From an optimization exercise on the open Yosys and OpenROAD flow, aimed at small area and a short achievable clock period; shortcuts taken in it are not production practice. Where RTL was checked, it was by simulation tests only, not by an equivalence proof against the original. The RTL of runs 3 to 6 was laid out without a check of its function. No activity file was given, so power comes from the tool's default toggle rates.

### flow/config.mk
export PLATFORM = sky130hd
export DESIGN_NAME = add_jump_cpu
export DESIGN_NICKNAME = add_jump_cpu
export VERILOG_FILES = /design/flow/design.v
export SDC_FILE = /design/flow/constraint.sdc
export NUM_CORES = 4
export LEC_CHECK = 0
export CAP_MARGIN = 20
export CORE_MARGIN = 2
export CORE_UTILIZATION = 40
export SLEW_MARGIN = 20
### flow/constraint.sdc
create_clock -name core_clock -period 5.5 [get_ports {clk}]
set_input_delay 1.1000 -clock core_clock [delete_from_list [all_inputs] [get_ports {clk}]]
set_output_delay 1.1000 -clock core_clock [all_outputs]
set_load 0.01 [all_outputs]
### flow/design.v
module adder_nbits
#(
    parameter bits = 16
)
(
    input [(bits-1):0] a,
    input [(bits-1):0] b,
    input c_i,
    output [(bits - 1):0] s,
    output c_o
);
   wire [bits:0] temp;
   assign temp = a + b + c_i;
   assign s = temp [(bits-1):0];
   assign c_o = temp[bits];
endmodule
module mux_2x1_nbits #(                    
    parameter bits = 2
)
(
    input [0:0] sel,		 
    input [(bits - 1):0] xin_0,
    input [(bits - 1):0] xin_1,
    output reg [(bits - 1):0] xout
);
    always @ (*) begin
        case (sel)
            1'h0: xout = xin_0;
            1'h1: xout = xin_1;
            default:
                xout = 'h0;
        endcase
    end
endmodule
module mux_4x1_nbits #(
						parameter bits = 16
				)
			(
			input [bits - 1:0]x0,x1,x2,x3,
			input s0,s1,
			output [bits - 1:0]out
			);
	wire [bits-1:0]z1,z2;     
	mux_2x1_nbits #(
				.bits(16))
	instance01 (
				.sel(s0),
				.xin_0(x0),
				.xin_1(x1),
				.xout(z1)
				);
	mux_2x1_nbits #(
				.bits(16))
	instance02 (
				.sel(s0),
				.xin_0(x2),
				.xin_1(x3),
				.xout(z2)
				);
	mux_2x1_nbits #(
				.bits(16))
	instance03 (
				.sel(s1),
				.xin_0(z1),
				.xin_1(z2),
				.xout(out)
				)	;
endmodule				
module demux_nbits
#(
    parameter bits = 2,
    parameter otherwise = 0 
)
(
    output [(bits-1):0] out_0,
    output [(bits-1):0] out_1,
    output [(bits-1):0] out_2,
    output [(bits-1):0] out_3,
    input [1:0] sel,
    input [(bits-1):0] in
);
    assign out_0 = (sel == 2'h0)? in : otherwise;
    assign out_1 = (sel == 2'h1)? in : otherwise;
    assign out_2 = (sel == 2'h2)? in : otherwise;
    assign out_3 = (sel == 2'h3)? in : otherwise;
endmodule
module decoder_1x4 (
    output out_0,
    output out_1,
    output out_2,
    output out_3,
    input [1:0] sel
);
    assign out_0 = (sel == 2'h0)? 1'b1 : 1'b0;
    assign out_1 = (sel == 2'h1)? 1'b1 : 1'b0;
    assign out_2 = (sel == 2'h2)? 1'b1 : 1'b0;
    assign out_3 = (sel == 2'h3)? 1'b1 : 1'b0;
endmodule
module decoder3 (      
    output dout_0,
    output dout_1,
    output dout_2,
    output dout_3,
    output dout_4,
    output dout_5,
    output dout_6,
    output dout_7,
    input [2:0] sel
);
    assign dout_0 = (sel == 3'h0)? 1'b1 : 1'b0;
    assign dout_1 = (sel == 3'h1)? 1'b1 : 1'b0;
    assign dout_2 = (sel == 3'h2)? 1'b1 : 1'b0;
    assign dout_3 = (sel == 3'h3)? 1'b1 : 1'b0;
    assign dout_4 = (sel == 3'h4)? 1'b1 : 1'b0;
    assign dout_5 = (sel == 3'h5)? 1'b1 : 1'b0;
    assign dout_6 = (sel == 3'h6)? 1'b1 : 1'b0;
    assign dout_7 = (sel == 3'h7)? 1'b1 : 1'b0;
endmodule
module dff #(
    parameter bits = 1
)
(
    input c,
    input rst,
    input en,
    input [(bits - 1):0]d,
    output [(bits - 1):0]q
);
    reg [(bits - 1):0] state;    
    assign q = state;
    always @ (posedge c) begin
        if (rst)
            state <= 'h0;
        else if (en)
            state <= d;
   end
endmodule
module priorityencoder3 (
    input  in0, in1, in2, in3, in4, in5, in6, in7,
    output reg [2:0] num,
    output           any
);
    assign any = in0 | in1 | in2 | in3 | in4 | in5 | in6 | in7;
    always @(*) begin
        casex ({in7,in6,in5,in4,in3,in2,in1,in0})
            8'b1xxxxxxx: num = 3'd7;
            8'b01xxxxxx: num = 3'd6;
            8'b001xxxxx: num = 3'd5;
            8'b0001xxxx: num = 3'd4;
            8'b00001xxx: num = 3'd3;
            8'b000001xx: num = 3'd2;
            8'b0000001x: num = 3'd1;
            8'b00000001: num = 3'd0;
            default:     num = 3'd0;  
        endcase
    end
endmodule
module assembler (
  input        prog,
  input [15:0] value,
  input [1:0]  dest,
  input [1:0]  src,
  input        asm_add,
  input        asm_jump,
  output [31:0] inst,
  output        store_clk
);
  wire [2:0] opcode;
  wire any;
  priorityencoder3 priorityencoder3_i0 (
    .in0(asm_add),    
    .in1(1'b0),       
    .in2(1'b0),       
    .in3(1'b0),       
    .in4(1'b0),       
    .in5(1'b0),       
    .in6(1'b0),       
    .in7(asm_jump),   
    .num(opcode),
    .any(any)
  );
  assign inst[15:0]  = value;
  assign inst[17:16] = dest;
  assign inst[19:18] = 2'b0;
  assign inst[21:20] = src;
  assign inst[23:22] = 2'b0;
  assign inst[26:24] = opcode;
  assign inst[31:27] = 5'b0;
  assign store_clk = (any & prog);
endmodule
module eeprom   
    (   input c,  
        input str,     
	input ld,    
        input [31:0] d_in,     
        input [3:0] a,   
        output [31:0] d     
    );
reg [31:0] rom[0:15];
always@(posedge c)
begin
    if(str)     
        rom[a] <= d_in;
end
assign d = ld ? rom[a] : 32'b0;
endmodule
module counter_with_preset #(              
    parameter bits = 4,
    parameter maxvalue = 15
)
(
    input c,
    input rst,
    input ce,
    input en,
    input clr,
    input dir,
    input [(bits-1):0] in,
    input ld,
    output [(bits-1):0] out,
    output ovf
);
    reg [(bits-1):0] count;
    function automatic [(bits-1):0] maxval (input [(bits-1):0] maxv);
        if (maxv == 0)
            maxval = (1 << bits) - 1;
        else
            maxval = maxv;
    endfunction
    assign out = count;
assign ovf = ((count == maxval(maxvalue) & dir == 1'b0)
                | (count == 'b0 & dir == 1'b1))? en : 1'b0;
    always @ (posedge c) begin
        if (rst == 1'b1)
            count <= 'h0;
        else if (ce == 1'b0)
            count <= count;
        else if (clr == 1'b1)
            count <= 'h0;
        else if (ld == 1'b1)
            count <= in;
        else if (en == 1'b1) begin
            if (dir == 1'b0) begin
                if (count == maxval(maxvalue))
                    count <= 'h0;
                else
                    count <= count + 1'b1;
            end
            else begin
		   if (count == 'h0)
                    count <= maxval(maxvalue);
                else
                    count <= count - 1;
            end
        end
    end
endmodule
module decoder (
  input d_prog,
  input [31:0] bypass,
  input [31:0] d_inst,
  output [15:0] d_a,
  output [1:0] d_rs,
  output [1:0] d_rd,
  output d_jump,
  output d_add,
  output [2:0]  iw2_dbg    
);
  wire [31:0] iw1;              
  wire [2:0] iw2;
  mux_2x1_nbits #(
    .bits(32)
  )
  mux_2x1_nbits_i0 (
    .sel( d_prog ),
    .xin_0( d_inst ),
    .xin_1( bypass ),
    .xout( iw1 )
  );
  assign d_a = iw1[15:0];
  assign d_rd = iw1[17:16];
  assign d_rs = iw1[21:20];
  assign iw2 = iw1[26:24];
  assign iw2_dbg = iw2;    
  decoder3 decoder3_i1 (
    .sel( iw2 ),
    .dout_0( d_add ),           
    .dout_7( d_jump )
  );
endmodule
module execute (                 
  input [15:0] exe_a,
  input [15:0] exe_b,
  input exe_add,
  output [15:0] exe_result
);
  wire [15:0] sum;              
  adder_nbits #(
    .bits(16)
  )
  adder_nbits_i0 (
    .a( exe_a ),
    .b( exe_b ),
    .c_i( 1'b0 ),
    .s( sum )
  );
  mux_2x1_nbits #(
    .bits(16)
  )
  mux_2x1_nbits_i0 (
    .sel( exe_add ),
    .xin_0( exe_b ),
    .xin_1( sum ),
    .xout( exe_result )
  );
endmodule
module regfile(
  input [1:0] rs,
  input [1:0] rd,
  input [15:0] result,
  input clk,
  input rst,
  input we,
  output [15:0] o_b,
  output [15:0] o_r0,
  output [15:0] o_r1,
  output [15:0] o_r2,
  output [15:0] o_r3
);
  wire [15:0] dx0;
  wire [15:0] dx1;
  wire [15:0] dx2;
  wire [15:0] dx3;
  wire d0; 
  wire d1;
  wire d2;
  wire d3;
 wire [15:0] r0_temp;
 wire [15:0] r1_temp;
 wire [15:0] r2_temp;
 wire [15:0] r3_temp;
  demux_nbits #(
    .bits(16),
    .otherwise(0)
  )
  demux_bus0 (
    .sel( rd ),
    .in( result ),
    .out_0( dx0 ),
    .out_1( dx1 ),
    .out_2( dx2 ),
    .out_3( dx3 )
  );
  decoder_1x4 enabler_regs (      
    .sel( rd ),
    .out_0( d0 ),
    .out_1( d1 ),
    .out_2( d2 ),
    .out_3( d3 )
  );
  dff #(
    .bits(16)
  )
  dff_reg_bus0 (
    .d( dx0 ),
    .c( clk ),
    .rst( rst ),
    .en( d0 & we ),
    .q( r0_temp )
  );
  dff #(
    .bits(16)
  )
  dff_reg_bus1 (
    .d( dx1 ),
    .c( clk ),
    .rst( rst ),
    .en( d1 & we ),
    .q( r1_temp )
  );
  dff #(
    .bits(16)
  )
  dff_reg_bus2 (
    .d( dx2 ),
    .c( clk ),
    .rst( rst ),
    .en( d2 & we ),
    .q( r2_temp )
  );
  dff #(
    .bits(16)
  )
  dff_reg_bus3 (
    .d( dx3 ),
    .c( clk ),
    .rst( rst ),
    .en( d3 & we ),
    .q( r3_temp )
  );
  mux_4x1_nbits #(
    .bits(16)
  )
  mux_4x1_nbits_i6 (
    .s0(rs[0] ),
    .s1(rs[1]),
    .x0( r0_temp ),
    .x1( r1_temp ),
    .x2( r2_temp ),
    .x3( r3_temp ),
    .out( o_b )
  );
  assign o_r0 = r0_temp;
  assign o_r1 = r1_temp;
  assign o_r2 = r2_temp;
  assign o_r3 = r3_temp;
endmodule
module add_jump_cpu (
    input               clk,
    input               rst,
    input        [15:0] value,
    input        [1:0]  dest,
    input        [1:0]  src,
    input               add,
    input               jump,
    input               prog,
    input               advance,
    output   [3:0]  pc,
    output   [15:0] o_b,
    output   [15:0] o_r0,
    output   [15:0] o_r1,
    output   [15:0] o_r2,
    output   [15:0] o_r3,
    output   [31:0] w2_dbg,
    output    asm_store_clk_dbg
);
    wire [31:0] asm_inst;
    wire        asm_store_clk;
    wire [31:0] mem_data;
    wire [3:0]  pc_internal;
    wire [15:0] dec_imm;
    wire [1:0]  dec_rs;
    wire [1:0]  dec_rd;
    wire        dec_jump;
    wire        dec_add;
    wire [15:0] exe_result;
    wire [15:0] exe_b;
    wire clk_regfile = clk;
    assembler u_assembler (
        .prog     (prog),
        .value    (value),
        .dest     (dest),
        .src      (src),
        .asm_add  (add),
        .asm_jump (jump),
        .inst     (asm_inst),
        .store_clk(asm_store_clk)
    );
    assign w2_dbg = asm_inst;   
    assign asm_store_clk_dbg = asm_store_clk;
    eeprom u_eeprom (
        .c    (clk),
        .str  (asm_store_clk),
        .ld   (1'b1),
        .d_in (asm_inst),         
        .a    (pc_internal),      
        .d    (mem_data)          
    );
    counter_with_preset #(.bits(4)) u_pc (
        .c    (clk),
        .rst  (rst),
        .ce   (advance),
        .en   (1'b1),
        .dir  (1'b0),
        .in   (dec_imm[3:0]),
        .ld   (dec_jump),
        .clr  (1'b0),
        .out  (pc_internal)
    );
    assign pc = pc_internal;
    decoder u_decoder (
        .d_prog (prog),
        .bypass (asm_inst),     
        .d_inst (mem_data),     
        .d_a    (dec_imm),
        .d_rs   (dec_rs),
        .d_rd   (dec_rd),
        .d_jump (dec_jump),
        .d_add  (dec_add)
    );
    execute u_execute (
        .exe_a      (dec_imm),
        .exe_b      (exe_b),
        .exe_add    (dec_add),
        .exe_result (exe_result)
    );
    regfile u_regfile (
        .rs     (dec_rs),
        .rd     (dec_rd),
        .result (exe_result),
        .clk    (clk_regfile),
        .rst    (rst),
        .we     (advance),
        .o_b    (o_b),
        .o_r0   (o_r0),
        .o_r1   (o_r1),
        .o_r2   (o_r2),
        .o_r3   (o_r3)
    );
    assign exe_b = o_b;
endmodule
### flow/run.sh
#!/bin/bash
# synth_recipe.tcl (not shown) runs the flow's synth.tcl, then flattens the netlist and writes it again
# the make line also repeats each setting of config.mk as NAME=value (left out here)
make -C /OpenROAD-flow-scripts/flow DESIGN_CONFIG=/design/flow/config.mk WORK_HOME=/design/flow/orfs CLKGATE_MAP_FILE= SYNTH_SCRIPT=/design/flow/synth_recipe.tcl finish
==> flow_summary.ini, run 1 <==
[place]
gp_congestion = 0.898
post-place-ws_ps = 64.5
hpwl_mm = 30.1
io_buffer_count = 133

[global_route]
grt_overflow_total = 0
grt_max_degree = 73
gr-usage-all-layers = 0.200
antenna_found_initial = 1
grt_pass1_wl_mm = 69.4
grt_pass1_vias = 10800

[timing]
finalSetupTns_ps = 0
worst-slew-pin-transition_ps = 844
setup_slack_ps = 444
setup_viol = 0
fin_crit_ps = 5060
finalCritPeriodShare = 0.919
fmax_mhz = 198
rsz0062_at_grt = no
relSlewSlack = 0.437
slew_viol_final = 0
timing.final.hold_violations = 0
clock_skew_ps = 18.8

[cts]
cts_made_buffers = 43
root_buffer = clkbuf_16
insertion_delay_ps = 580
clk_pin_slew_ps = 60
tritoncts = done
cts_hold_buf = 0
cts.sinks = 408
cts_buffer_depth = 3
postCtsSetupBuffers = 0
htreeDepth = 2
cts_resized = 0

[die]
dieArea_um2 = 46200
initial_core_util = 0.404
die_height_um = 215
rows = 77
coreArea_um2 = 44000
die_w_um = 215
io-pin-count = 143

[routing]
dr.first_iter.drc_count = 913
vias = 11000
postRouteWirelength_mm = 46.2
ant_nets = 0
first_pass_iters = 5
avgRoutedWirePerCell_um = 23.4
viasPerCell = 5.57
drc = 0

[cells_and_area]
finalNetCount = 1396
area_delta_synth_final_pct = 20.1
drive_gt1_frac = 0.198
final_common_cell = edfxtp_1
num_antenna_cells = 0
layout_common_cells = edfxtp_1 (336), clkdlybuf4s50_1 (132), nand2_1 (104)

[setup_path]
cp_max_fo = 12
crit_arrival_ps = 5540
path_cells = mux4_2 > mux2_2 > and2_1 > nor2_1 > buf_4 > buf_4 > nand2_1 > and3_1 > a31oi_1 > ha_1 > buf_4 > and3_1 > a2111oi_0 > nor2_1 > and2_1 > a221oi_1 > nand3_1 > a311oi_1
worstSetupStartpointType = flop
rrSetupSlack_ps = 440
path_common_cell = buf_4
cp_data_required_time_ps = 5990
crit_buf_inv = 3
crit_type = flop to flop
slowest_delay_ps = 550
endpoint_kind = flop
crit_slowest_cell = dfxtp_2
crit_family = compound AO/OA/AOI/OAI gates

[synthesis]
ys_ff_latch = 408
synthDistinctLibCells = 77
synth-edff-count = 336
ys_warn_count = 6
ys.flop_type = edfxtp_1
ys_seq_area_frac = 0.649
synth.avg_cell_area_um2 = 15.1
async_flop_share = 0
synthesis.area_um2 = 17800
synthCells = 1181

[power]
p_leak_uw = 0.00711
p_per_area_nw_per_um2 = 365
combPwrFrac = 0.193
ir_worst_vdd_mv = 0.238
p_seq_frac = 0.452
switchingPower_uw = 2110
switching_share = 0.271
total_power_uw = 7790
internal_power_uw = 5680
power_frac_clock = 0.355

[run_status]
status = finished clean

[run]
cap_violations = 0

[worst_hold_path]
worstHoldPathType = flop to flop
## logic make-up after synthesis
kind of cell | after synthesis | share of synthesized area
other | 1 | 0.000211
XOR/XNOR | 8 | 0.00394
flip-flops | 408 | 0.649
buffers and inverters | 114 | 0.0332
multiplexers | 123 | 0.136
AO/OA/AOI/OAI | 198 | 0.0820
adder cells (fa/ha/maj) | 19 | 0.0134
AND/OR/NAND/NOR | 310 | 0.0828
## power by group through the flow
stage | Combinational, uW | Sequential, uW | Clock [uW]
after floorplan | 903 | 3570 | 0
after global placement | 1470 | 3590 | 0
after detailed placement | 1490 | 3590 | 0
after CTS | 1500 | 3520 | 2840
after global routing | 1620 | 3530 | 2940
final | 1500 | 3520 | 2770
## worst reg2reg max path: stages (launching register included)
cell and delay, ps:
dfxtp_2 550, mux4_2 560, mux2_2 310, and2_1 210, nor2_1 120, buf_4 170
buf_4 190, nand2_1 70, and3_1 160, a31oi_1 240, ha_1 300, buf_4 170
and3_1 190, a2111oi_0 370, nor2_1 130, and2_1 190, a221oi_1 500, nand3_1 250
a311oi_1 300
## through the flow
step	utilization	area, um^2	hold slack, ps	std cells
6_report	0.485	21400	499	1979
5_1_grt	0.485	21400	517	1979
4_1_cts	0.485	21400	502	1979
3_5_place_dp	0.455	20000	494	1901
3_3_place_gp	0.455	20000	492	1901
2_1_floorplan	-	17800	503	1189
## area by class of cell
class | instances | area (um^2)
Fill cell | 3822 | 22700
Inverter | 15 | 56.3
Sequential cell | 408 | 11500
Clock inverter | 28 | 223
Clock buffer | 50 | 1100
Timing Repair Buffer | 219 | 2000
Multi-Input combinational cell | 667 | 5690
Tap cell | 592 | 741
## cell usage after synthesis (4+ instances only)
cell type | n | area [um^2]
mux4_2 | 93 | 2090
a21o_1 | 12 | 90.1
nand2_1 | 104 | 390
edfxtp_1 | 336 | 10100
buf_1 | 7 | 26.3
buf_4 | 36 | 270
and3_1 | 25 | 156
nand3_1 | 17 | 85.1
inv_1 | 15 | 56.3
mux2_2 | 4 | 45.0
and2_1 | 27 | 169
nor2_1 | 86 | 323
or2_2 | 5 | 31.3
a21oi_1 | 18 | 90.1
o211ai_1 | 6 | 45.0
nor3b_1 | 5 | 37.5
a31oi_1 | 18 | 113
mux2i_1 | 25 | 250
a211oi_1 | 55 | 413
clkbuf_1 | 47 | 176
dfxtp_1 | 72 | 1440
o22ai_1 | 8 | 50.1
a21boi_0 | 6 | 45.0
nand2b_1 | 7 | 43.8
nand4_1 | 4 | 25.0
a311oi_1 | 5 | 43.8
o21ai_0 | 23 | 115
a2111oi_0 | 4 | 35.0
xnor2_1 | 5 | 43.8
ha_1 | 15 | 188
a32o_1 | 4 | 40.0
buf_2 | 7 | 35.0
nor3_1 | 9 | 45.0
nor2b_1 | 5 | 31.3
## path summary, 6_finish.rpt
path,startpoint,cells after the start,end
worst min-delay path,u_regfile.dff_reg_bus2.state[9]$_SDFFE_PP0P_,2,u_regfile.dff_reg_bus2.state[9]$_SDFFE_PP0P_
worst max register to register,flop,18,u_regfile.dff_reg_bus1.state[15]$_SDFFE_PP0P_
worst max-delay path,flop,18,u_regfile.dff_reg_bus1.state[15]$_SDFFE_PP0P_
worst min register to register,u_regfile.dff_reg_bus2.state[9]$_SDFFE_PP0P_,2,u_regfile.dff_reg_bus2.state[9]$_SDFFE_PP0P_
## per-layer routing
metal | track usage | vias up | part of all wire
met5 | 0 | - | 0.00024
met1 | 0.274 | 5515 | 0.44
met4 | 0.0706 | 2 | 0.027
met3 | 0.0372 | 79 | 0.070
li1 | - | 4965 | -
met2 | 0.320 | 465 | 0.47
## state kept, by name, indices dropped and copies added, names as in the netlist, named ones only
name	count
u_pc.count	4
u_regfile.dff_reg_bus3.state	16
u_eeprom.rom	336
u_regfile.dff_reg_bus1.state	16
u_regfile.dff_reg_bus2.state	16
u_regfile.dff_reg_bus0.state	16
==> run 2, diff against run 1 <==
==> flow/design.v (replaced) <==
module add_jump_cpu (
    input               clk,
    input               rst,
    input        [15:0] value,
    input        [1:0]  dest,
    input        [1:0]  src,
    input               add,
    input               jump,
    input               prog,
    input               advance,
    output   [3:0]  pc,
    output   [15:0] o_b,
    output   [15:0] o_r0,
    output   [15:0] o_r1,
    output   [15:0] o_r2,
    output   [15:0] o_r3,
    output   [31:0] w2_dbg,
    output          asm_store_clk_dbg
);
    reg  [3:0]  pc_r;
    reg  [15:0] r0, r1, r2, r3;
    reg  [20:0] mem [0:15];
    wire        store = prog & (add | jump);
    wire [20:0] asm_inst = {jump, src, dest, value};
    assign w2_dbg = {5'b0, {3{jump}}, 2'b0, src, 2'b0, dest, value};
    assign asm_store_clk_dbg = store;
    always @(posedge clk)
        if (store)
            mem[pc_r] <= asm_inst;
    wire [20:0] cur = prog ? asm_inst : mem[pc_r];
    wire        c_jump = cur[20];
    wire [1:0]  c_rs   = cur[19:18];
    wire [1:0]  c_rd   = cur[17:16];
    wire [15:0] c_imm  = cur[15:0];
    reg [15:0] b;
    always @(*)
        case (c_rs)
            2'd0: b = r0;
            2'd1: b = r1;
            2'd2: b = r2;
            default: b = r3;
        endcase
    wire [15:0] result = b + (c_imm & {16{~c_jump}});
    always @(posedge clk) begin
        if (rst) begin
            r0 <= 16'h0; r1 <= 16'h0; r2 <= 16'h0; r3 <= 16'h0;
        end else if (advance) begin
            case (c_rd)
                2'd0: r0 <= result;
                2'd1: r1 <= result;
                2'd2: r2 <= result;
                default: r3 <= result;
            endcase
        end
    end
    always @(posedge clk) begin
        if (rst)
            pc_r <= 4'h0;
        else if (advance)
            pc_r <= c_jump ? c_imm[3:0] : pc_r + 4'h1;
    end
    assign pc   = pc_r;
    assign o_b  = b;
    assign o_r0 = r0;
    assign o_r1 = r1;
    assign o_r2 = r2;
    assign o_r3 = r3;
endmodule
==> flow_summary.ini, run 2 <==
[cts]
cts.sinks = 408
clk_pin_slew_ps = 60
htreeDepth = 2
insertion_delay_ps = 560
cts_made_buffers = 43
tritoncts = done
cts_resized = 0
postCtsSetupBuffers = 0
cts_hold_buf = 0
cts_buffer_depth = 3
root_buffer = clkbuf_16

[timing]
fmax_mhz = 199
rsz0062_at_grt = no
slew_viol_final = 0
worst-slew-pin-transition_ps = 874
clock_skew_ps = 11.0
setup_viol = 0
timing.final.hold_violations = 0
finalSetupTns_ps = 0
relSlewSlack = 0.417
fin_crit_ps = 5030
finalCritPeriodShare = 0.914
setup_slack_ps = 472

[place]
io_buffer_count = 133
post-place-ws_ps = 202
hpwl_mm = 26.1
dpl_cell_area_um2 = 19300
dp_cells = 1685
gp_congestion = 0.838

[cells_and_area]
drive_gt1_frac = 0.216
area_delta_synth_final_pct = 19.8
final_area_um2 = 20600
final_common_cell = edfxtp_1
final_cell_count_no_fill = 1764
regMostFlops = mem
num_antenna_cells = 0
largest_register_ffs = 336
layout_common_cells = edfxtp_1 (336), clkdlybuf4s50_1 (132), mux2i_1 (109)
utilization = 0.482
finalNetCount = 1230

[routing]
postRouteWirelength_mm = 40.9
viasPerCell = 5.40
dr.first_iter.drc_count = 884
ant_nets = 0
drc = 0
first_pass_iters = 5
vias = 9532
avgRoutedWirePerCell_um = 23.2

[setup_path]
rrSetupSlack_ps = 500
endpoint_kind = primary output
r2r-end = r3[15]$_SDFFE_PP0P_
crit_arrival_ps = 3930
reg2reg_depth = 16
path_cells = mux4_2 > mux2i_1 > o221ai_2 > o21ai_4 > buf_12 > buf_4 > mux2_2 > nor2_1 > a21oi_1 > clkdlybuf4s50_1
crit_type = flop to primary output
crit_buf_inv = 3
cp_max_fo = 23
path_depth = 10
cp_data_required_time_ps = 4400
crit_slowest_cell = clkdlybuf4s50_1
slowest_delay_ps = 620
crit_family = buffers and inverters
worstSetupStartpointType = flop

[global_route]
grt_pass1_vias = 9583
gr-usage-all-layers = 0.187
antenna_found_initial = 0
grt_pass1_wl_mm = 61.7
grt_overflow_total = 0
grt_max_degree = 41

[die]
coreArea_um2 = 42800
dieArea_um2 = 44700
io-pin-count = 143
rows = 76
initial_core_util = 0.402
die_w_um = 211
die_height_um = 211

[synthesis]
ys_ff_latch = 408
async_flop_share = 0
synthCells = 1025
synth.avg_cell_area_um2 = 16.8
synthesis.area_um2 = 17200
yosysTopAreaCellShare = 0.586
ys.flop_type = edfxtp_1
synthDistinctLibCells = 59
synth.area.top_cells = edfxtp_1 (59%), mux4_2 (12%), dfxtp_1 (8.4%), mux2i_1 (6.3%), nor2_1 (2.4%)
synthTopCellsByCount = edfxtp_1 (336), nor2_1 (112), mux2i_1 (109)
ys_seq_area_frac = 0.670
yosysTopAreaCell = edfxtp_1
synth.most_common_cell = edfxtp_1
ys_warn_count = 1
synth-edff-count = 336

[run_status]
status = finished clean

[worst_hold_path]
worstHoldPathType = flop to flop
min_to = r3[1]$_SDFFE_PP0P_
hold_depth = 2
hp-start = r3[1]$_SDFFE_PP0P_

[run]
cap_violations = 0

[power]
p_leak_uw = 0.00692
p_per_area_nw_per_um2 = 376
ir_worst_vdd_mv = 0.199
run 2: tightest hold or removal path: stages (launching register included):
cell	delay (ps)
dfxtp_1	340
nand2_1	70
a21oi_1	50
run 2: per-layer routing:
layer / up-vias / share of wire / global-route usage
met4: 0 / 0.018 / 0.0481
met1: 4865 / 0.46 / 0.270
met5: - / 0 / 0
met2: 334 / 0.46 / 0.291
met3: 47 / 0.061 / 0.0355
li1: 4286 / - / -
run 2: power by group:
group,internal (uW),switching (uW),leakage [uW]
combinational,658,738,0.00264
clock,1630,1180,0.000667
sequential,3450,90.3,0.00362
total,5740,2010,0.00692
run 2: how the worst max path moves through the flow:
stage / startpoint / end / slack [ps]
6_report: flop / o_b[11] / 470
5_1_grt: flop / r3[15]$_SDFFE_PP0P_ / 130
3_3_place_gp: prog / r3[15]$_SDFFE_PP0P_ / 300
4_1_cts: flop / o_b[11] / 420
3_5_place_dp: prog / r3[15]$_SDFFE_PP0P_ / 200
2_1_floorplan: flop / r3[15]$_SDFFE_PP0P_ / 830
run 2: cells by family after synthesis:
| kind of cell | after synthesis | synth area share |
|---|---|---|
| buffers and inverters | 100 | 0.0355 |
| adders and majority gates | 20 | 0.0150 |
| and+or+nand+nor | 177 | 0.0449 |
| xor gates and xnor gates | 10 | 0.00603 |
| AOI/OAI and AO/OA | 93 | 0.0366 |
| muxes | 216 | 0.192 |
| other | 1 | 0.000218 |
| DFF | 408 | 0.670 |
run 2: metrics by stage:
stage               hold WS [ps]  power, uW
floorplan                    490       4480
global placement             496       5000
detailed placement           501       5010
CTS                          509       7830
global route                 540       8070
finish                       515       7750
run 2: area by class of cell:
type / count / area [um^2]
fillers: 3632 / 22200
clock buffers: 51 / 1110
well taps: 546 / 683
inverters: 15 / 56.3
multi-input cells: 525 / 5170
repair buffers: 191 / 1840
flip-flops and latches: 408 / 11500
clock inverters: 28 / 248
==> run 3, diff against run 2 <==
--- a/flow/design.v
+++ b/flow/design.v
@@ -1,3 +1,47 @@
+module adder_nbits (
+    input  [15:0] a,
+    input  [15:0] b,
+    output [15:0] s
+);
+    wire [15:0] g0 = a & b;
+    wire [15:0] p0 = a ^ b;
+    wire [15:0] g1, p1;
+    wire [15:0] g2, p2;
+    wire [15:0] g3, p3;
+    wire [15:0] g4;
+    genvar i;
+    generate
+        for (i = 0; i < 16; i = i + 1) begin : pfx
+            if (i % 2 == 1) begin : l1c
+                assign g1[i] = g0[i] | (p0[i] & g0[i-1]);
+                assign p1[i] = p0[i] & p0[i-1];
+            end else begin : l1p
+                assign g1[i] = g0[i];
+                assign p1[i] = p0[i];
+            end
+            if (i % 4 >= 2) begin : l2c
+                assign g2[i] = g1[i] | (p1[i] & g1[(i/4)*4+1]);
+                assign p2[i] = p1[i] & p1[(i/4)*4+1];
+            end else begin : l2p
+                assign g2[i] = g1[i];
+                assign p2[i] = p1[i];
+            end
+            if (i % 8 >= 4) begin : l3c
+                assign g3[i] = g2[i] | (p2[i] & g2[(i/8)*8+3]);
+                assign p3[i] = p2[i] & p2[(i/8)*8+3];
+            end else begin : l3p
+                assign g3[i] = g2[i];
+                assign p3[i] = p2[i];
+            end
+            if (i >= 8) begin : l4c
+                assign g4[i] = g3[i] | (p3[i] & g3[7]);
+            end else begin : l4p
+                assign g4[i] = g3[i];
+            end
+        end
+    endgenerate
+    assign s = p0 ^ {g4[14:0], 1'b0};
+endmodule
 module add_jump_cpu (
     input               clk,
     input               rst,
@@ -20,14 +64,12 @@
     reg  [3:0]  pc_r;
     reg  [15:0] r0, r1, r2, r3;
     reg  [20:0] mem [0:15];
+    reg  [20:0] ir;
     wire        store = prog & (add | jump);
     wire [20:0] asm_inst = {jump, src, dest, value};
     assign w2_dbg = {5'b0, {3{jump}}, 2'b0, src, 2'b0, dest, value};
     assign asm_store_clk_dbg = store;
-    always @(posedge clk)
-        if (store)
-            mem[pc_r] <= asm_inst;
-    wire [20:0] cur = prog ? asm_inst : mem[pc_r];
+    wire [20:0] cur = prog ? asm_inst : ir;
     wire        c_jump = cur[20];
     wire [1:0]  c_rs   = cur[19:18];
     wire [1:0]  c_rd   = cur[17:16];
@@ -40,7 +82,12 @@
             2'd2: b = r2;
             default: b = r3;
         endcase
-    wire [15:0] result = b + (c_imm & {16{~c_jump}});
+    wire [15:0] result;
+    adder_nbits u_add (
+        .a (b),
+        .b (c_imm & {16{~c_jump}}),
+        .s (result)
+    );
     always @(posedge clk) begin
         if (rst) begin
             r0 <= 16'h0; r1 <= 16'h0; r2 <= 16'h0; r3 <= 16'h0;
@@ -53,12 +100,16 @@
             endcase
         end
     end
-    always @(posedge clk) begin
-        if (rst)
-            pc_r <= 4'h0;
-        else if (advance)
-            pc_r <= c_jump ? c_imm[3:0] : pc_r + 4'h1;
-    end
+    wire [3:0] pc_next = rst     ? 4'h0 :
+                         advance ? (c_jump ? c_imm[3:0] : pc_r + 4'h1) :
+                                   pc_r;
+    always @(posedge clk)
+        pc_r <= pc_next;
+    always @(posedge clk)
+        if (store)
+            mem[pc_r] <= asm_inst;
+    always @(posedge clk)
+        ir <= (store && pc_next == pc_r) ? asm_inst : mem[pc_next];
     assign pc   = pc_r;
     assign o_b  = b;
     assign o_r0 = r0;
==> flow_summary.ini, run 3 <==
[run_status]
status = finished clean

[setup_path]
rrSetupSlack_ps = 420
crit_start = pc_r[0]$_SDFFE_PP0P_
crit_type = flop to flop
critPathCapture = r2[15]$_SDFFE_PP0P_
cp_data_required_time_ps = 5910
endpoint_kind = flop
reg2reg_depth = 15
worstSetupStartpointType = flop
crit_arrival_ps = 5490
r2r-end = r2[15]$_SDFFE_PP0P_
crit_slowest_cell = dfxtp_4
reg2reg_from = pc_r[0]$_SDFFE_PP0P_
path_cells = buf_12 > buf_12 > mux4_2 > mux4_2 > mux2i_1 > nor2_1 > ha_1 > a21o_1 > a221o_1 > a21oi_1 > o22ai_1 > o41ai_1 > xnor3_2 > mux2i_1 > nor2_1
slowest_delay_ps = 620
cp_max_fo = 28

[timing]
setup_viol = 0
rsz0062_at_grt = no
fin_hold_ws_ps = 511
relSlewSlack = 0.470
timing.final.hold_violations = 0
finalSetupTns_ps = 0
clock_skew_ps = 13.4
fmax_mhz = 197
finalCritPeriodShare = 0.924
worst-slew-pin-transition_ps = 794
fin_crit_ps = 5080
slew_viol_final = 0

[cells_and_area]
num_antenna_cells = 0
layout_common_cells = edfxtp_1 (336), clkdlybuf4s50_1 (131), nor2_1 (102)
largest_register_ffs = 336
drive_gt1_frac = 0.223
final_common_cell = edfxtp_1
area_delta_synth_final_pct = 20.0
regMostFlops = mem
finalNetCount = 1211
final_area_um2 = 20600
utilization = 0.489
fillers = 3538

[cts]
root_buffer = clkbuf_16
htreeDepth = 2
cts_made_buffers = 44
insertion_delay_ps = 560
postCtsSetupBuffers = 0
clk_pin_slew_ps = 60
cts.sinks = 404
cts_resized = 0
cts_buffer_depth = 3
tritoncts = done
cts_hold_buf = 0

[synthesis]
synthesis.area_um2 = 17200
synthDistinctLibCells = 68
synth.most_common_cell = edfxtp_1
synth.avg_cell_area_um2 = 17.3
yosysTopAreaCellShare = 0.588
ys_ff_latch = 404
ys_warn_count = 1
yosysTopAreaCell = edfxtp_1
synth-edff-count = 336
async_flop_share = 0
synthCells = 992
synth.area.top_cells = edfxtp_1 (59%), mux4_2 (11%), dfxtp_1 (7.9%), mux2i_1 (5.8%), nor2_1 (2.5%)
ys_seq_area_frac = 0.667
synthTopCellsByCount = edfxtp_1 (336), nor2_1 (115), mux2i_1 (99)
ys.flop_type = edfxtp_1

[routing]
avgRoutedWirePerCell_um = 23.7
first_pass_iters = 5
vias = 9325
ant_nets = 0
dr.first_iter.drc_count = 806
drc = 0
postRouteWirelength_mm = 41.1
viasPerCell = 5.37

[die]
coreArea_um2 = 42100
die_height_um = 211
initial_core_util = 0.407
io-pin-count = 143
die_w_um = 211
rows = 75
dieArea_um2 = 44600

[place]
gp_congestion = 0.813
dpl_cell_area_um2 = 19200
hpwl_mm = 26.2
io_buffer_count = 133

[power]
ir_worst_vdd_mv = 0.192
p_leak_uw = 0.00698
p_per_area_nw_per_um2 = 374
total_power_uw = 7710

[run]
cap_violations = 0

[global_route]
gr-usage-all-layers = 0.187
grt_max_degree = 66
grt_pass1_wl_mm = 61.3
grt_pass1_vias = 9434
antenna_found_initial = 0
grt_overflow_total = 0

[worst_hold_path]
worstHoldPathType = flop to flop
-- run 3: cell type report --
cell class / count / area [um^2] / share of cell area
multi-input cells: 498 / 5110 / 0.248
flip-flops and latches: 404 / 11500 / 0.556
clock buffers: 52 / 1130 / 0.0549
well taps: 539 / 674 / 0.0327
repair buffers: 202 / 1910 / 0.0930
clock inverters: 28 / 246 / 0.0120
inverters: 13 / 53.8 / 0.00261
-- run 3: worst min path at each step --
stage	startpoint	end	slack, ps	depth (start not counted)
finish	r0[2]$_SDFFE_PP0P_	r0[2]$_SDFFE_PP0P_	510	2
global placement	r1[14]$_SDFFE_PP0P_	r1[14]$_SDFFE_PP0P_	500	2
detailed placement	r1[14]$_SDFFE_PP0P_	r1[14]$_SDFFE_PP0P_	510	2
global route	r0[2]$_SDFFE_PP0P_	r0[2]$_SDFFE_PP0P_	530	2
CTS	r1[14]$_SDFFE_PP0P_	r1[14]$_SDFFE_PP0P_	510	2
floorplan	r1[14]$_SDFFE_PP0P_	r1[14]$_SDFFE_PP0P_	490	2
-- run 3: cells by family (layout without fill, tap and decap cells) --
kind of cell,after synthesis,after routing,synth area share
adders and majority gates,22,22,0.0178
buffers and inverters,98,295,0.0399
DFF,404,404,0.667
and+or+nand+nor,176,176,0.0438
AOI/OAI and AO/OA,73,73,0.0328
muxes,209,209,0.193
xor gates and xnor gates,9,9,0.00547
other,1,9,0.000218
-- run 3: worst max-delay path, delay by kind of cell, from the launching register on --
family                   cells  cell delay, ps
XOR/XNOR                     1             500
multiplexers                 4            1430
adder cells (fa/ha/maj)      1             340
AND/OR/NAND/NOR              2             130
AO/OA/AOI/OAI                5            1350
buffers and inverters        2             500
flip-flops                   1             620
-- run 3: per-layer routing --
metal | wire length [um] | vias to the layer above | track usage
li1 | - | 4189 | -
met1 | 18200 | 4792 | 0.262
met2 | 19500 | 284 | 0.297
met3 | 2510 | 60 | 0.0361
met4 | 898 | 0 | 0.0578
met5 | 0 | - | 0
-- run 3: power by group --
part           switching [uW]  internal [uW]
Combinational             712            671
Sequential               86.4           3420
Clock                    1170           1660
Total                    1970           5740
-- run 3: per-stage QoR --
stage,worst slack (ps),instances
floorplan,619,1000
global placement,234,1656
detailed placement,221,1656
CTS,362,1736
global route,99.5,1736
finish,419,1736
==> run 4, diff against run 3 <==
--- a/flow/config.mk
+++ b/flow/config.mk
@@ -5,7 +5,9 @@
 export SDC_FILE = /design/flow/constraint.sdc
 export NUM_CORES = 4
 export LEC_CHECK = 0
+export ABC_CLOCK_PERIOD_IN_PS = 3000
 export CAP_MARGIN = 20
 export CORE_MARGIN = 2
-export CORE_UTILIZATION = 40
+export CORE_UTILIZATION = 55
+export SETUP_SLACK_MARGIN = 2.4
 export SLEW_MARGIN = 20
==> flow_summary.ini, run 4 <==
[timing]
worst-slew-pin-transition_ps = 831
timing.final.hold_violations = 0
rsz0062_at_grt = yes
setup_slack_ps = 1050
finalSetupTns_ps = 0
setup_viol = 0
relSlewSlack = 0.446
fmax_mhz = 225
fin_crit_ps = 4450
finalCritPeriodShare = 0.809
slew_viol_final = 0
clock_skew_ps = 12.2

[cts]
htreeDepth = 2
cts_made_buffers = 42
tritoncts = done
insertion_delay_ps = 540
cts.sinks = 404
clk_pin_slew_ps = 60
cts_buffer_depth = 3
cts_hold_buf = 0
root_buffer = clkbuf_16

[setup_path]
crit_arrival_ps = 3350
worstSetupStartpointType = flop
slowest_delay_ps = 510
path_cells = buf_12 > mux4_2 > mux2_4 > a221oi_4 > buf_6 > nor2_4 > buf_6 > buf_6 > a21oi_4 > buf_6 > buf_6 > buf_6
crit_type = flop to primary output
cp_data_required_time_ps = 4400
rrSetupSlack_ps = 1110
endpoint_kind = primary output
cp_max_fo = 6
reg2reg_depth = 19
path_common_cell = buf_6
crit_slowest_cell = mux4_2

[die]
die_height_um = 181
dieArea_um2 = 32600
io-pin-count = 143
die_w_um = 181
coreArea_um2 = 30700
initial_core_util = 0.560
rows = 64

[place]
dpl_cell_area_um2 = 19100
hpwl_mm = 25.2
post-place-ws_ps = 303
io_buffer_count = 133
gp_congestion = 0.846

[cells_and_area]
finalNetCount = 1288
num_antenna_cells = 0
final_area_um2 = 22100
utilization = 0.720
layout_common_cells = edfxtp_1 (336), mux2i_1 (91), mux4_2 (88)
largest_register_ffs = 336
drive_gt1_frac = 0.376
final_common_cell = edfxtp_1
area_delta_synth_final_pct = 28.6
regMostFlops = mem

[synthesis]
synthCells = 992
synthDistinctLibCells = 68
ys_seq_area_frac = 0.667
synth.area.top_cells = edfxtp_1 (59%), mux4_2 (11%), dfxtp_1 (7.9%), mux2i_1 (5.8%), nor2_1 (2.5%)
async_flop_share = 0
ys_ff_latch = 404
synth.avg_cell_area_um2 = 17.3
synthesis.area_um2 = 17200
yosysTopAreaCell = edfxtp_1
synth.most_common_cell = edfxtp_1
yosysTopAreaCellShare = 0.588
synth-edff-count = 336
ys.flop_type = edfxtp_1
ys_warn_count = 1
synthTopCellsByCount = edfxtp_1 (336), nor2_1 (115), mux2i_1 (99)

[routing]
first_pass_iters = 5
vias = 10000
viasPerCell = 6.04
drc = 0
avgRoutedWirePerCell_um = 26.6
dr.first_iter.drc_count = 867
postRouteWirelength_mm = 44.2
ant_nets = 0

[power]
p_per_area_nw_per_um2 = 373
ir_worst_vdd_mv = 0.305
p_leak_uw = 0.00763

[worst_hold_path]
hold_depth = 2
worstHoldPathType = flop to flop

[global_route]
grt_pass1_vias = 10000
grt_overflow_total = 0
grt_pass1_wl_mm = 65.2
grt_max_degree = 66
gr-usage-all-layers = 0.270
antenna_found_initial = 0

[run_status]
status = finished clean

[run]
cap_violations = 0
run 4: cell types whose count changed in the layout (fill, tap and decap cells not counted), moves of 9 or more:
cell             previous run  this run
buf_6                       0        55
buf_4                      63        83
mux2_4                      0        13
a21oi_4                     0        15
clkdlybuf4s50_1           131        87
nor2_4                      2        20
a21oi_1                    22         3
dlygate4sd2_1               0         9
nor2_1                    102        82
mux2_2                     16         3
run 4: final timing paths:
path / start / endpoint
max: pc_r[0]$_SDFFE_PP0P_ / o_b[1]
min: r0[14]$_SDFFE_PP0P_ / r0[14]$_SDFFE_PP0P_
max reg2reg: pc_r[0]$_SDFFE_PP0P_ / r2[14]$_SDFFE_PP0P_
min reg2reg: r0[14]$_SDFFE_PP0P_ / r0[14]$_SDFFE_PP0P_
run 4: cells by family after synthesis:
group,after synthesis,share of synthesized area
compound gates,73,0.0328
buf+inv,98,0.0399
xor+xnor,9,0.00547
mux,209,0.193
simple gates,176,0.0438
other cells,1,0.000218
fa+ha+maj,22,0.0178
flops,404,0.667
run 4: critical path, delay by kind of cell, from the launching register on:
kind                   cells  cell delay [ps]
AOI/OAI and AO/OA          2              590
buffers and inverters      7              900
DFF                        1              450
muxes                      2              810
and+or+nand+nor            1               60
run 4: per-layer routing:
layer | up-vias | GRT usage | wire [um]
met5 | - | 0 | 0
met4 | 0 | 0.0648 | 1000
met3 | 79 | 0.0453 | 3140
met2 | 414 | 0.435 | 21400
met1 | 5192 | 0.392 | 18700
li1 | 4358 | - | -
run 4: power by group:
| group | total, uW | internal (uW) | switching (uW) |
|---|---|---|---|
| Sequential | 3500 | 3410 | 82.0 |
| Combinational | 1940 | 976 | 967 |
| Clock | 2790 | 1620 | 1160 |
run 4: stage by stage:
step | instances | hold WS, ps | total power [uW]
final | 1664 | 500 | 8230
after global routing | 1664 | 533 | 8500
after CTS | 1641 | 494 | 8090
after detailed placement | 1491 | 487 | 5010
after global placement | 1491 | 477 | 5000
after floorplan | 1000 | 488 | 4540
run 4: area by class of cell:
type                       instances  area, um^2
inverter                          13        56.3
sequential                       404       11500
clock inverter                    24         256
fill                            1911        8600
multi-input combinational        502        5980
timing repair buffer             277        2730
clock buffer                      48        1090
tap                              396         495
run 4: repair_timing:
| action | 4_1_cts | 5_1_grt |
|---|---|---|
| setup buffers | 74 | 22 |
| resized for setup | 240 | 81 |
| pin swaps | 45 | 40 |
| endpoints found under the setup margin | 175 | 88 |
| cloned | 4 | 1 |
==> run 5, diff against run 4 <==
--- a/flow/design.v
+++ b/flow/design.v
@@ -105,11 +105,18 @@
                                    pc_r;
     always @(posedge clk)
         pc_r <= pc_next;
+    genvar w;
+    generate
+        for (w = 0; w < 16; w = w + 1) begin : word
+            always @(posedge clk)
+                if (store && pc_r == w)
+                    mem[w] <= asm_inst;
+        end
+    endgenerate
+    wire        hit = store && (pc_next == pc_r);
+    wire [20:0] mem_next = mem[pc_next];
     always @(posedge clk)
-        if (store)
-            mem[pc_r] <= asm_inst;
-    always @(posedge clk)
-        ir <= (store && pc_next == pc_r) ? asm_inst : mem[pc_next];
+        ir <= hit ? asm_inst : mem_next;
     assign pc   = pc_r;
     assign o_b  = b;
     assign o_r0 = r0;
==> flow/flow/run.sh (new file) <==
#!/bin/bash
# Standard ORFS layout with two changes: ports are buffered with a plain
# buf_1 instead of the delay cell buffer_ports picks, and adders are left as
# plain gates for ABC (no half/full adder cell extraction), so ABC can build a
# fast carry tree.
set -euo pipefail
bash standard.sh finish \
    "BUFFER_PORTS_ARGS=-buffer_cell sky130_fd_sc_hd__buf_1" \
    ADDER_MAP_FILE= > standard_flow.log 2>&1
==> flow/standard.sh (new file) <==
#!/bin/bash
# synth_recipe.tcl (not shown) runs the flow's synth.tcl, then flattens the netlist and writes it again
# the make line also repeats each setting of config.mk as NAME=value (left out here)
make -C /OpenROAD-flow-scripts/flow DESIGN_CONFIG=/design/flow/config.mk WORK_HOME=/design/flow/orfs CLKGATE_MAP_FILE= SYNTH_SCRIPT=/design/flow/synth_recipe.tcl "${@:-finish}"
--- a/flow/config.mk
+++ b/flow/config.mk
@@ -5,7 +5,6 @@
 export SDC_FILE = /design/flow/constraint.sdc
 export NUM_CORES = 4
 export LEC_CHECK = 0
-export ABC_CLOCK_PERIOD_IN_PS = 3000
 export CAP_MARGIN = 20
 export CORE_MARGIN = 2
 export CORE_UTILIZATION = 55
removed: flow/run.sh
==> flow_summary.ini, run 5 <==
[run_status]
status = finished clean

[setup_path]
endpoint_kind = flop
crit_arrival_ps = 4200
worstSetupStartpointType = input pin
cp_max_fo = 8
reg2reg_from = ir[18]$_DFF_P_
reg2reg_depth = 11
crit_type = input pin to flop
r2r-end = r1[6]$_SDFFE_PP0P_
rrSetupSlack_ps = 2020
cp_data_required_time_ps = 5990

[worst_hold_path]
worstHoldPathType = flop to flop
hold_depth = 2
hp-start = r2[10]$_SDFFE_PP0P_
min_to = r2[10]$_SDFFE_PP0P_

[cells_and_area]
area_delta_synth_final_pct = 33.6
final_common_cell = edfxtp_1
fillers = 2003
largest_register_ffs = 336
largestRegisters = mem x336, ir x21
regMostFlops = mem
finalNetCount = 1656
drive_gt1_frac = 0.319
num_antenna_cells = 0
layout_common_cells = edfxtp_1 (336), buf_4 (141), nand2_1 (117)

[synthesis]
yosysTopAreaCell = edfxtp_1
yosysTopAreaCellShare = 0.576
synthesis.area_um2 = 17500
synthCells = 1342
synth.area.top_cells = edfxtp_1 (58%), dfxtp_1 (10%), a22oi_1 (3.6%), nand2_1 (2.9%), a22o_1 (2.0%)
ys.flop_type = edfxtp_1
ys_ff_latch = 425
async_flop_share = 0
ys_warn_count = 2
ys_seq_area_frac = 0.678
synthDistinctLibCells = 76
synth.avg_cell_area_um2 = 13.1
synthTopCellsByCount = edfxtp_1 (336), nand2_1 (135), nor2_1 (90)
synth.most_common_cell = edfxtp_1
synth-edff-count = 336

[timing]
worst-slew-pin-transition_ps = 1130
finalSetupTns_ps = 0
rsz0062_at_grt = yes
setup_viol = 0
fmax_mhz = 270
timing.final.hold_violations = 0
setup_slack_ps = 1800
fin_crit_ps = 3700
slew_viol_final = 0
relSlewSlack = 0.244
finalCritPeriodShare = 0.674
clock_skew_ps = 25.2

[global_route]
antenna_found_initial = 0
grt_pass1_wl_mm = 80.5
grt_pass1_vias = 12500
grt_overflow_total = 0
grt_max_degree = 49
gr-usage-all-layers = 0.332

[die]
die_height_um = 182
die_w_um = 182
initial_core_util = 0.557
io-pin-count = 143
rows = 65
dieArea_um2 = 33300
coreArea_um2 = 31500

[cts]
tritoncts = done
htreeDepth = 2
insertion_delay_ps = 580
clk_pin_slew_ps = 60
cts.sinks = 425
root_buffer = clkbuf_16
cts_made_buffers = 45
cts_buffer_depth = 3

[routing]
postRouteWirelength_mm = 60.9
drc = 0
avgRoutedWirePerCell_um = 29.4
vias = 13500
dr.first_iter.drc_count = 1816
first_pass_iters = 5
viasPerCell = 6.51
ant_nets = 0

[place]
io_buffer_count = 133
gp_congestion = 0.890
post-place-ws_ps = 732
hpwl_mm = 32.2

[power]
p_per_area_nw_per_um2 = 425
ir_worst_vdd_mv = 0.356
p_leak_uw = 0.00788
total_power_uw = 9940

[run]
cap_violations = 0
[run 5: report_power, final]
part           internal [uW]  switching (uW)  leakage [uW]
Combinational           1230            1650       0.00336
Clock                   1880            1290      0.000758
Sequential              3680             203       0.00376
Total                   6790            3150       0.00788
[run 5: what timing repair did]
| item | CTS | global route |
|---|---|---|
| cloned | 3 | 11 |
| endpoints found under the hold margin | 0 | 0 |
| setup buffers | 68 | 68 |
| pin swaps | 48 | 87 |
| endpoints found under the setup margin | 95 | 85 |
| resized for setup | 139 | 190 |
| hold buffers | 0 | 0 |
[run 5: how the worst max path moves through the flow]
stage / cells past startpoint / from / endpoint / slack (ps)
finish: 14 / prog / r1[6]$_SDFFE_PP0P_ / 1800
global placement: 14 / prog / ir[3]$_DFF_P_ / 790
floorplan: 12 / prog / r3[7]$_SDFFE_PP0P_ / 1670
CTS: 14 / prog / r3[7]$_SDFFE_PP0P_ / 1910
global route: 13 / prog / r1[6]$_SDFFE_PP0P_ / 1740
detailed placement: 12 / prog / r1[14]$_SDFFE_PP0P_ / 730
[run 5: worst max-delay path: stages]
cell,delay (ps)
clkbuf_16,150
buf_4,160
buf_4,160
nand2_1,90
o32a_1,310
a311oi_2,100
maj3_2,360
o21ba_4,210
maj3_2,300
maj3_2,340
maj3_4,430
xnor2_4,200
nand2_1,90
a21oi_1,180
[run 5: logic make-up (layout without fill, tap and decap cells)]
group | after synthesis | after routing | share of synthesized area
buffers and inverters | 134 | 450 | 0.0400
flip-flops | 425 | 425 | 0.678
XOR/XNOR | 28 | 28 | 0.0144
multiplexers | 30 | 30 | 0.0206
adder cells (fa/ha/maj) | 7 | 7 | 0.00436
AO/OA/AOI/OAI | 348 | 349 | 0.145
AND/OR/NAND/NOR | 369 | 369 | 0.0981
other | 1 | 9 | 0.000214
[run 5: area by class of cell]
| type | instances | area, um^2 | share of cell area |
|---|---|---|---|
| Multi-Input combinational cell | 792 | 6530 | 0.279 |
| Sequential cell | 425 | 11900 | 0.507 |
| Timing Repair Buffer | 351 | 2900 | 0.124 |
| Clock inverter | 29 | 317 | 0.0135 |
| Inverter | 15 | 58.8 | 0.00251 |
| Clock buffer | 55 | 1230 | 0.0524 |
| Tap cell | 402 | 503 | 0.0215 |
[run 5: per-stage QoR]
step / hold WS [ps] / std cells / area [um^2] / utilization
finish: 482 / 2069 / 23400 / 0.744
global route: 497 / 2069 / 23400 / 0.744
CTS: 477 / 1990 / 21700 / 0.691
detailed placement: 467 / 1835 / 18900 / 0.602
global placement: 465 / 1835 / 18900 / 0.602
floorplan: 489 / 1350 / 18000 / -
[run 5: metal layers]
| layer | global-route usage | vias up | routed length [um] |
|---|---|---|---|
| met1 | 0.461 | 6701 | 23400 |
| met2 | 0.519 | 818 | 27900 |
| met3 | 0.0611 | 193 | 6230 |
| met4 | 0.143 | 0 | 3270 |
| met5 | 0 | - | 0 |
| li1 | - | 5766 | - |
==> run 6, diff against run 5 <==
==> flow/flow/run.sh (replaced) <==
#!/bin/bash
# Standard ORFS layout with two changes: ports are buffered with a plain
# buf_2 instead of the delay cell buffer_ports picks, and adders are left as
# plain gates for ABC (no half/full adder cell extraction), so ABC can build a
# fast carry tree.
set -euo pipefail
bash standard.sh finish \
    "BUFFER_PORTS_ARGS=-buffer_cell sky130_fd_sc_hd__buf_2" \
    ADDER_MAP_FILE= > standard_flow.log 2>&1
==> flow_summary.ini, run 6 <==
[synthesis]
synthesis.area_um2 = 17500
yosysTopAreaCell = edfxtp_1
async_flop_share = 0
synth-edff-count = 336
synthCells = 1342
yosysTopAreaCellShare = 0.576
synth.area.top_cells = edfxtp_1 (58%), dfxtp_1 (10%), a22oi_1 (3.6%), nand2_1 (2.9%), a22o_1 (2.0%)
ys_warn_count = 2
synthDistinctLibCells = 76
synth.most_common_cell = edfxtp_1
synthTopCellsByCount = edfxtp_1 (336), nand2_1 (135), nor2_1 (90)
ys_ff_latch = 425
ys.flop_type = edfxtp_1
synth.avg_cell_area_um2 = 13.1
ys_seq_area_frac = 0.678

[die]
dieArea_um2 = 33300
rows = 65
io-pin-count = 143
initial_core_util = 0.557
die_w_um = 182
coreArea_um2 = 31500
die_height_um = 182

[cells_and_area]
final_area_um2 = 23100
drive_gt1_frac = 0.371
final_cell_count_no_fill = 2045
regMostFlops = mem
largest_register_ffs = 336
finalNetCount = 1636
largestRegisters = mem x336, ir x21
layout_common_cells = edfxtp_1 (336), buf_2 (126), buf_4 (122)
final_common_cell = edfxtp_1
area_delta_synth_final_pct = 31.7
num_antenna_cells = 0

[timing]
slew_viol_final = 0
clock_skew_ps = 14.7
fin_crit_ps = 3600
relSlewSlack = 0.258
finalSetupTns_ps = 0
finalCritPeriodShare = 0.655
setup_viol = 0
rsz0062_at_grt = yes
timing.final.hold_violations = 0
fin_hold_ws_ps = 469
worst-slew-pin-transition_ps = 1110
fmax_mhz = 278

[routing]
ant_nets = 0
viasPerCell = 6.50
first_pass_iters = 6
vias = 13300
postRouteWirelength_mm = 58.0
drc = 0
avgRoutedWirePerCell_um = 28.4
dr.first_iter.drc_count = 1504

[cts]
insertion_delay_ps = 540
cts_hold_buf = 0
clk_pin_slew_ps = 60
cts.sinks = 425
root_buffer = clkbuf_16
tritoncts = done
cts_made_buffers = 44
htreeDepth = 2
cts_buffer_depth = 3

[power]
p_per_area_nw_per_um2 = 409
p_leak_uw = 0.00811
total_power_uw = 9430
ir_worst_vdd_mv = 0.334

[setup_path]
endpoint_kind = primary output
worstSetupStartpointType = input pin
slowest_delay_ps = 290
cp_data_required_time_ps = 4400
path_cells = buf_12 > buf_12 > mux2i_4 > buf_4 > buf_12 > mux2i_4 > mux2i_4 > buf_6
crit_arrival_ps = 2500
crit_type = input pin to primary output
crit_slowest_cell = mux2i_4
cp_max_fo = 9

[worst_hold_path]
worstHoldPathType = flop to flop

[global_route]
antenna_found_initial = 0
grt_pass1_wl_mm = 82.4
grt_overflow_total = 0
grt_max_degree = 65
gr-usage-all-layers = 0.340
grt_pass1_vias = 12500

[run]
cap_violations = 0

[place]
dp_cells = 1817
io_buffer_count = 133
dpl_cell_area_um2 = 19000
gp_congestion = 0.864
hpwl_mm = 31.7

[run_status]
status = finished clean
==> run 6: changes by cell type in the layout (fill, tap and decap cells not counted), moves of 5 or more <==
cell,change
a211oi_1,+5
a211oi_2,-6
a221oi_4,+5
buf_1,-111
buf_2,+116
buf_4,-19
bufinv_16,-5
clkbuf_1,+11
clkbuf_16,-7
clkinv_1,-9
xnor2_4,-5
==> run 6: cells by family (layout without fill, tap and decap cells) <==
group	Yosys count	in the layout	share of synthesized area
muxes	30	31	0.0206
and+or+nand+nor	369	370	0.0981
DFF	425	425	0.678
other	1	9	0.000214
adders and majority gates	7	7	0.00436
AOI/OAI and AO/OA	348	348	0.145
xor gates and xnor gates	28	28	0.0144
buffers and inverters	134	425	0.0400
==> run 6: worst paths after layout <==
path              depth (start not counted)             endpoint           startpoint  slack [ps]
hold / removal                            2  r0[11]$_SDFFE_PP0P_  r0[11]$_SDFFE_PP0P_         470
setup reg to reg                         14  r2[13]$_SDFFE_PP0P_       ir[19]$_DFF_P_        2210
setup / recovery                          8               o_b[8]                 prog        1900
hold reg to reg                           2  r0[11]$_SDFFE_PP0P_  r0[11]$_SDFFE_PP0P_         470
==> run 6: repair_timing <==
item / CTS / global route
pin swaps: 88 / 82
endpoints found under the setup margin: 87 / 86
setup buffers: 101 / 37
endpoints found under the hold margin: 0 / 0
gates cloned: 8 / 3
resized for setup: 194 / 97
==> run 6: through the flow <==
step | util | setup slack [ps]
global route | 0.733 | 1830
CTS | 0.707 | 1920
global placement | 0.603 | 813
detailed placement | 0.603 | 754
finish | 0.733 | 1900
floorplan | - | 1670
==> run 6: report_power, final <==
| part | internal (uW) | total [uW] | switching, uW |
|---|---|---|---|
| registers | 3690 | 3890 | 208 |
| logic | 1160 | 2720 | 1550 |
| clock network | 1620 | 2820 | 1200 |
| total | 6470 | 9430 | 2960 |
==> run 6: critical path: cells and delay by family <==
family	cells	cell delay, ps
buffers and inverters	5	720
multiplexers	3	680
==> run 6: cell type report <==
type | count | area [um^2]
sequential | 425 | 11900
fill | 2089 | 8400
multi-input combinational | 793 | 6440
timing repair buffer | 331 | 2830
clock buffer | 66 | 1250
tap | 402 | 503
clock inverter | 13 | 104
inverter | 15 | 72.6
==> run 6: per-layer routing <==
layer	vias to the layer above	GRT usage	wire, um
li1	5715	-	-
met1	6665	0.468	23000
met2	767	0.561	27700
met3	139	0.0471	5150
met4	0	0.118	2110
met5	-	0	0
==> run 7, diff against run 6 <==
--- a/flow/design.v
+++ b/flow/design.v
@@ -71,17 +71,19 @@
     assign asm_store_clk_dbg = store;
     wire [20:0] cur = prog ? asm_inst : ir;
     wire        c_jump = cur[20];
-    wire [1:0]  c_rs   = cur[19:18];
     wire [1:0]  c_rd   = cur[17:16];
     wire [15:0] c_imm  = cur[15:0];
-    reg [15:0] b;
-    always @(*)
-        case (c_rs)
-            2'd0: b = r0;
-            2'd1: b = r1;
-            2'd2: b = r2;
-            default: b = r3;
+    function [15:0] rsel(input [1:0] a, input [15:0] x0, x1, x2, x3);
+        case (a)
+            2'd0: rsel = x0;
+            2'd1: rsel = x1;
+            2'd2: rsel = x2;
+            default: rsel = x3;
         endcase
+    endfunction
+    wire [15:0] b_src = rsel(src, r0, r1, r2, r3);
+    wire [15:0] b_ir  = rsel(ir[19:18], r0, r1, r2, r3);
+    wire [15:0] b     = prog ? b_src : b_ir;
     wire [15:0] result;
     adder_nbits u_add (
         .a (b),
==> flow/flow/run.sh (replaced) <==
#!/bin/bash
# Standard ORFS layout with three changes: ports are buffered with a plain
# buf_2 instead of the delay cell buffer_ports picks; adders are left as plain
# gates for ABC (no half/full adder cell extraction), so ABC can build a fast
# carry tree; and the clock tree uses clkbuf_8 leaves over larger clusters,
# without dummy loads.
set -euo pipefail
bash standard.sh finish \
    "BUFFER_PORTS_ARGS=-buffer_cell sky130_fd_sc_hd__buf_2" \
    ADDER_MAP_FILE= \
    "CTS_ARGS=-sink_clustering_enable -repair_clock_nets -dont_use_dummy_load -buf_list sky130_fd_sc_hd__clkbuf_8 -sink_clustering_size 16 -sink_clustering_max_diameter 60" \
    > standard_flow.log 2>&1
--- a/flow/config.mk
+++ b/flow/config.mk
@@ -7,6 +7,6 @@
 export LEC_CHECK = 0
 export CAP_MARGIN = 20
 export CORE_MARGIN = 2
-export CORE_UTILIZATION = 55
-export SETUP_SLACK_MARGIN = 2.4
+export CORE_UTILIZATION = 60
+export SETUP_SLACK_MARGIN = 2.3
 export SLEW_MARGIN = 20
==> flow_summary.ini, run 7 <==
[global_route]
grt_overflow_total = 0
grt_pass1_vias = 12400
grt_pass1_wl_mm = 82.9
gr-usage-all-layers = 0.368
grt_max_degree = 74
antenna_found_initial = 0

[worst_hold_path]
worstHoldPathType = flop to flop
hp-start = r0[4]$_SDFFE_PP0P_

[synthesis]
ys_ff_latch = 425
synthTopCellsByCount = edfxtp_1 (336), nor2_1 (125), nand2_1 (113)
synth.avg_cell_area_um2 = 13.2
yosysTopAreaCellShare = 0.565
ys_warn_count = 2
yosysTopAreaCell = edfxtp_1
synth.area.top_cells = edfxtp_1 (56%), dfxtp_1 (10%), a22oi_1 (2.9%), nor2_1 (2.6%), nand2_1 (2.4%)
synthesis.area_um2 = 17900
synthDistinctLibCells = 89
synthCells = 1355
ys.flop_type = edfxtp_1
async_flop_share = 0
ys_seq_area_frac = 0.664
synth-edff-count = 336
synth.most_common_cell = edfxtp_1

[place]
io_buffer_count = 133
gp_congestion = 0.836
hpwl_mm = 33.5

[timing]
setup_viol = 0
finalSetupTns_ps = 0
relSlewSlack = 0.198
rsz0062_at_grt = yes
fin_hold_ws_ps = 488
worst-slew-pin-transition_ps = 1190
timing.final.hold_violations = 0
clock_skew_ps = 71.5
fin_crit_ps = 3540
fmax_mhz = 282
slew_viol_final = 0
finalCritPeriodShare = 0.644

[cells_and_area]
drive_gt1_frac = 0.366
finalNetCount = 1629
utilization = 0.759
regMostFlops = mem
area_delta_synth_final_pct = 25.3
num_antenna_cells = 0
final_common_cell = edfxtp_1
layout_common_cells = edfxtp_1 (336), buf_4 (125), buf_2 (122)
largest_register_ffs = 336
largestRegisters = mem x336, ir x21

[setup_path]
rrSetupSlack_ps = 2080
crit_arrival_ps = 2440
cp_max_fo = 7
endpoint_kind = primary output
reg2reg_from = ir[19]$_DFF_P_
crit_type = input pin to primary output
crit_start = src[0]
cp_data_required_time_ps = 4400
worstSetupStartpointType = input pin

[die]
io-pin-count = 143
die_w_um = 177
coreArea_um2 = 29500
die_height_um = 177
rows = 63
initial_core_util = 0.606
dieArea_um2 = 31200

[cts]
root_buffer = clkbuf_8
cts.sinks = 425
insertion_delay_ps = 580
tritoncts = done
clk_pin_slew_ps = 70
cts_buffer_depth = 3
htreeDepth = 2
cts_made_buffers = 35

[run]
cap_violations = 0

[routing]
viasPerCell = 6.85
first_pass_iters = 6
vias = 13600
drc = 0
postRouteWirelength_mm = 59.3
avgRoutedWirePerCell_um = 29.8
ant_nets = 0
dr.first_iter.drc_count = 1895

[run_status]
status = finished clean

[power]
p_per_area_nw_per_um2 = 376
p_leak_uw = 0.00786
ir_worst_vdd_mv = 0.241
## run 7: cell count changes after synthesis, moves of 15 or more
| cell | before | now |
|---|---|---|
| a22oi_1 | 83 | 68 |
| nand2_1 | 135 | 113 |
| mux2_2 | 4 | 21 |
| nand4_1 | 35 | 6 |
| o221ai_1 | 1 | 27 |
| a22o_1 | 41 | 7 |
| mux2i_1 | 19 | 39 |
| nor2_1 | 90 | 125 |
## run 7: path summary, 6_finish.rpt
| kind | end | cells past startpoint |
|---|---|---|
| setup reg to reg | r3[15]$_SDFFE_PP0P_ | 14 |
| hold reg to reg | r0[4]$_SDFFE_PP0P_ | 2 |
| hold / removal | r0[4]$_SDFFE_PP0P_ | 2 |
| setup / recovery | o_b[0] | 8 |
## run 7: metrics by stage
stage	setup WS [ps]	std cells	total power [uW]	instance area (um^2)
after floorplan	1820	1363	5380	18700
after global placement	846	1822	6000	19400
after detailed placement	744	1822	6030	19400
after CTS	2100	1927	8000	21400
after global routing	1880	1991	8660	22400
final	1960	1991	8410	22400
## run 7: worst max-delay path, cell delays in order
cell     delay, ps
buf_16         110
buf_12         140
mux2i_4        230
o22ai_2        110
a211o_1        320
buf_4          160
buf_4          130
buf_6          110
## run 7: logic make-up (layout without fill, tap and decap cells)
group / after synthesis / in the layout / synth area share
simple gates: 331 / 333 / 0.0841
compound gates: 360 / 361 / 0.153
mux: 63 / 64 / 0.0389
xor+xnor: 31 / 31 / 0.0160
flops: 425 / 425 / 0.664
fa+ha+maj: 3 / 3 / 0.00182
other cells: 1 / 9 / 0.000210
buf+inv: 141 / 375 / 0.0418
## run 7: where the power goes
| group | switching [uW] | total, uW | internal [uW] |
|---|---|---|---|
| Clock | 975 | 1550 | 574 |
| Sequential | 225 | 3920 | 3690 |
| Combinational | 1700 | 2940 | 1240 |
| Total | 2900 | 8410 | 5510 |
## run 7: per-layer routing
metal / vias to the layer above / part of all wire / GRT usage
li1: 5703 / - / -
met1: 6744 / 0.39 / 0.536
met2: 1014 / 0.45 / 0.566
met3: 173 / 0.12 / 0.0711
met4: 0 / 0.035 / 0.112
met5: - / 0 / 0
## run 7: final cells by class
type	instances	area [um^2]
fill	1849	7100
inverter	27	146
multi-input combinational	801	6730
tap	390	488
timing repair inverter	1	8.76
clock buffer	35	482
timing repair buffer	312	2650
sequential	425	11900
## run 7: repair_timing
action	4_1_cts	5_1_grt
resized for setup	160	85
hold buffers	0	0
pin swaps	74	68
cloned	8	6
endpoints found under the setup margin	181	77
setup buffers	62	58

-- port drivers added, routing unchanged --
No port has a modelled driver above. Below, the same layouts with a new extraction and two added sets of constraints. Step 1 (the two cells are an assumption about what drives the block):
set clk [get_ports {clk}]
set_driving_cell -lib_cell sky130_fd_sc_hd__clkbuf_16 $clk
set_driving_cell -lib_cell sky130_fd_sc_hd__buf_2 [delete_from_list [all_inputs] $clk]
Step 2, shift: input delay + t, output delay - t, t = (earliest + latest rising clock arrival at the registers) / 2. This alone moves slack from input paths to output paths. a / b / c = no drivers / after step 1 / after step 2; a / b = the first two.
run | shift t [ns] | slack for setup (ns) | slew at the worst register clock pin (ns) | worst data-port slew with drivers (ns) | pins driven straight from the clock port
run 1 | 0.631 | 0.444 / 0.411 / -0.004 | 0.06 / 0.06 | 0.08 | 1
run 2 | 0.611 | 0.472 / 0.420 / 0.210 | 0.06 / 0.06 | 0.08 | 1
run 3 | 0.607 | 0.419 / 0.419 / 0.215 | 0.06 / 0.06 | 0.07 | 1
run 4 | 0.583 | 1.048 / 0.996 / 0.657 | 0.06 / 0.06 | 0.06 | 1
run 5 | 0.619 | 1.795 / 1.759 / 1.187 | 0.07 / 0.07 | 0.06 | 1
run 6 | 0.593 | 1.900 / 1.831 / 1.323 | 0.06 / 0.06 | 0.07 | 1
run 7 | 0.591 | 1.959 / 1.748 / 1.205 | 0.11 / 0.11 | 0.27 | 1
Met with ideal ports but missed after step 2: setup timing in run 1. For run 7, which loses most, drivers alone change the setup slack by -0.211 ns; drivers and shift together by -0.754 ns.
